This is an optimization exercise on Yosys and OpenROAD, whose aim is small area and a short achievable clock period, not a production implementation.
Where RTL was checked, it was by simulation tests only, not by an equivalence proof against the original.
Power and IR drop assume default switching activity.

Design fifo, start of the top module:
module fifo
#(
parameter DATA_WIDTH = 8,
parameter ADDR_WIDTH = 6
)(
input                          rst_n,
input                          clk,
input                          push,
input                          pop,
input      [DATA_WIDTH -1 : 0] data_in,
output reg [DATA_WIDTH -1 : 0] data_out,
output reg                     empty,
output                         full,
output     [DATA_WIDTH -1 : 0] fifo_counter
);
Size in the first run: about 1100 cells after synthesis, roughly 30 I/O pins, about 20000 sq um of cells after synthesis.
==> module fifo, before the edit <==
module fifo
#(
parameter DATA_WIDTH = 8,
parameter ADDR_WIDTH = 6
)(
input                          rst_n,
input                          clk,
input                          push,
input                          pop,
input      [DATA_WIDTH -1 : 0] data_in,
output reg [DATA_WIDTH -1 : 0] data_out,
output reg                     empty,
output                         full,
output     [DATA_WIDTH -1 : 0] fifo_counter
);
reg [ADDR_WIDTH : 0]    cnt;
reg [7:0]               sel_lo;		 
reg [7:0]               sel_hi;		 
reg                     not_full;	 
reg [DATA_WIDTH -1 : 0] buf_mem[63:0];
assign full         = cnt[ADDR_WIDTH];
assign fifo_counter = {1'b0, cnt};
wire [ADDR_WIDTH : 0] cnt_inc = cnt + 1'b1;
wire [ADDR_WIDTH : 0] cnt_dec = cnt - 1'b1;
wire [7:0] lo_inc = {sel_lo[6:0], sel_lo[7]};
wire [7:0] lo_dec = {sel_lo[0], sel_lo[7:1]};
wire [7:0] hi_inc = sel_lo[7] ? {sel_hi[6:0], sel_hi[7]} : sel_hi;
wire [7:0] hi_dec = sel_lo[0] ? {sel_hi[0], sel_hi[7:1]} : sel_hi;
wire [ADDR_WIDTH : 0] cnt_10 = full  ? cnt : cnt_inc;
wire [ADDR_WIDTH : 0] cnt_01 = empty ? cnt : cnt_dec;
wire [ADDR_WIDTH : 0] cnt_11 = empty ? cnt_inc : (full ? cnt_dec : cnt);
wire [7:0] lo_10 = full  ? sel_lo : lo_inc;
wire [7:0] lo_01 = empty ? sel_lo : lo_dec;
wire [7:0] lo_11 = empty ? lo_inc : (full ? lo_dec : sel_lo);
wire [7:0] hi_10 = full  ? sel_hi : hi_inc;
wire [7:0] hi_01 = empty ? sel_hi : hi_dec;
wire [7:0] hi_11 = empty ? hi_inc : (full ? hi_dec : sel_hi);
wire one = (cnt == 1);
wire s63 = (cnt == 63);
always @(posedge clk or posedge rst_n)
	if (rst_n) begin
		cnt    <= 0;
		empty  <= 1'b1;
		sel_lo <= 8'd1;
		sel_hi <= 8'd1;
		not_full <= 1'b1;
	end else begin
		cnt    <= push ? (pop ? cnt_11 : cnt_10) : (pop ? cnt_01 : cnt);
		sel_lo <= push ? (pop ? lo_11 : lo_10) : (pop ? lo_01 : sel_lo);
		sel_hi <= push ? (pop ? hi_11 : hi_10) : (pop ? hi_01 : sel_hi);
		empty  <= ~push & (empty | (pop & one));
		not_full <= ~((full & ~pop) | (s63 & push & ~pop));
	end
wire do_push = push & not_full;
wire do_pop  = pop & ~empty;
reg [DATA_WIDTH -1 : 0] grp[7:0];
reg [DATA_WIDTH -1 : 0] rd;
integer a, b;
always @* begin
	for (a = 0; a < 8; a = a + 1) begin
		grp[a] = 0;
		for (b = 0; b < 8; b = b + 1)
			grp[a] = grp[a] | ({DATA_WIDTH{sel_lo[b]}} & buf_mem[(8*a + b + 63) % 64]);
	end
	rd = 0;
	for (a = 0; a < 8; a = a + 1)
		rd = rd | ({DATA_WIDTH{sel_hi[a]}} & grp[a]);
end
always @(posedge clk or posedge rst_n)
	if (rst_n)
		data_out <= 0;
	else if (do_pop)
		data_out <= rd;
integer i;
always @(posedge clk)
	if (do_push) begin
		buf_mem[0] <= data_in;
		for (i = 1; i < 64; i = i + 1)
			buf_mem[i] <= buf_mem[i-1];
	end
endmodule
Settings: LEC_CHECK=0, CAP_MARGIN=20, CORE_MARGIN=2, CORE_UTILIZATION=65, CTS_BUF_LIST=sky130_fd_sc_hd__clkbuf_4 sky130_fd_sc_hd__clkbuf_8, CTS_CLUSTER_DIAMETER=60, CTS_CLUSTER_SIZE=15, PLACE_DENSITY=0.75, SETUP_SLACK_MARGIN=0.9, SLEW_MARGIN=20; clock period 2.8 ns.
standard.sh (not shown) runs the stock make flow with config.mk's settings and CLKGATE_MAP_FILE= SYNTH_SCRIPT=/design/flow/synth_recipe.tcl, a recipe that flattens the netlist after the stock synthesis.
==> flow/flow/run.sh <==
#!/bin/bash
# Standard ORFS layout with fast port buffers (buf_4) instead of the
# default choice, and a clock tree without dummy loads.
set -euo pipefail
bash standard.sh "BUFFER_PORTS_ARGS=-buffer_cell sky130_fd_sc_hd__buf_4" \
  "CTS_ARGS=-sink_clustering_enable -repair_clock_nets -sink_clustering_size 20 -sink_clustering_max_diameter 50 -buf_list {sky130_fd_sc_hd__clkbuf_4 sky130_fd_sc_hd__clkbuf_8} -dont_use_dummy_load" \
  finish > standard.log 2>&1
Rerun with:
==> flow/design.v (replaced) <==
module fifo
#(
parameter DATA_WIDTH = 8,
parameter ADDR_WIDTH = 6
)(
input                          rst_n,
input                          clk,
input                          push,
input                          pop,
input      [DATA_WIDTH -1 : 0] data_in,
output reg [DATA_WIDTH -1 : 0] data_out,
output reg                     empty,
output                         full,
output     [DATA_WIDTH -1 : 0] fifo_counter
);
reg [ADDR_WIDTH : 0]    cnt;
reg [7:0]               sel_lo;		 
reg [7:0]               sel_hi;		 
reg [DATA_WIDTH -1 : 0] buf_mem[63:0];
assign full         = cnt[ADDR_WIDTH];
assign fifo_counter = {1'b0, cnt};
wire do_push = push & ~cnt[ADDR_WIDTH];
wire do_pop  = pop & ~empty;
wire inc     = do_push & ~do_pop;
wire dec     = do_pop & ~do_push;
always @(posedge clk or posedge rst_n)
	if (rst_n) begin
		cnt    <= 0;
		empty  <= 1'b1;
		sel_lo <= 8'd1;
		sel_hi <= 8'd1;
	end else begin
		if (inc) begin
			cnt    <= cnt + 1'b1;
			sel_lo <= {sel_lo[6:0], sel_lo[7]};
			if (sel_lo[7]) sel_hi <= {sel_hi[6:0], sel_hi[7]};
		end else if (dec) begin
			cnt    <= cnt - 1'b1;
			sel_lo <= {sel_lo[0], sel_lo[7:1]};
			if (sel_lo[0]) sel_hi <= {sel_hi[0], sel_hi[7:1]};
		end
		empty <= (empty & ~push) | ((cnt == 1) & pop & ~push);
	end
reg [DATA_WIDTH -1 : 0] grp[7:0];
reg [DATA_WIDTH -1 : 0] rd;
integer a, b;
always @* begin
	for (a = 0; a < 8; a = a + 1) begin
		grp[a] = 0;
		for (b = 0; b < 8; b = b + 1)
			grp[a] = grp[a] | ({DATA_WIDTH{sel_lo[b]}} & buf_mem[(8*a + b + 63) % 64]);
	end
	rd = 0;
	for (a = 0; a < 8; a = a + 1)
		rd = rd | ({DATA_WIDTH{sel_hi[a]}} & grp[a]);
end
always @(posedge clk or posedge rst_n)
	if (rst_n)
		data_out <= 0;
	else if (do_pop)
		data_out <= rd;
integer i;
always @(posedge clk)
	if (do_push) begin
		buf_mem[0] <= data_in;
		for (i = 1; i < 64; i = i + 1)
			buf_mem[i] <= buf_mem[i-1];
	end
endmodule
Sequential power went up by a few percent; via count went down by a few percent; hold slack is better by 72 ps; die area went down slightly; setup slack is better by 13 ps; power went down by about a fifth; wire length went down by a few percent; clock-buffer cell count is unchanged; final area went down by a few percent; cell count went down by a few percent; fmax went up slightly; synthesized cell count went down by a few percent.
The RTL of the first run of this note was laid out without a check of its function.

[static timing again, ports no longer ideal]
No port has a modelled driver above. Below, the same layouts with a new extraction and two added sets of constraints.
Step 1, drivers: a clkbuf_16 drives clk and a buf_2 each remaining input, both assumed.
Step 2 moves the port delays by t, midway between the first and last clock arrival at a register: inputs arrive t later, outputs are due t later. That takes back most of the time a late clock gives input paths.
Three values: no drivers, after step 1, after step 2; two values: the first two.
run	t (ns)	setup slack, ns	worst hold slack (ns)	latest minus earliest clock arrival (ns)	worst data-port slew with drivers (ns)	cell pins on the clock port's net
the first run	0.611	0.908 / 0.908 / 0.713	0.027 / -0.002 / 0.408	0.082 / 0.083	0.06	1
the second run	0.606	0.921 / 0.921 / 0.712	0.098 / 0.073 / 0.402	0.050 / 0.050	0.03	1
After both steps every run listed still meets setup and hold. For the second run, which loses most, drivers alone change the setup slack by 0.000 ns; drivers and shift together by -0.209 ns.
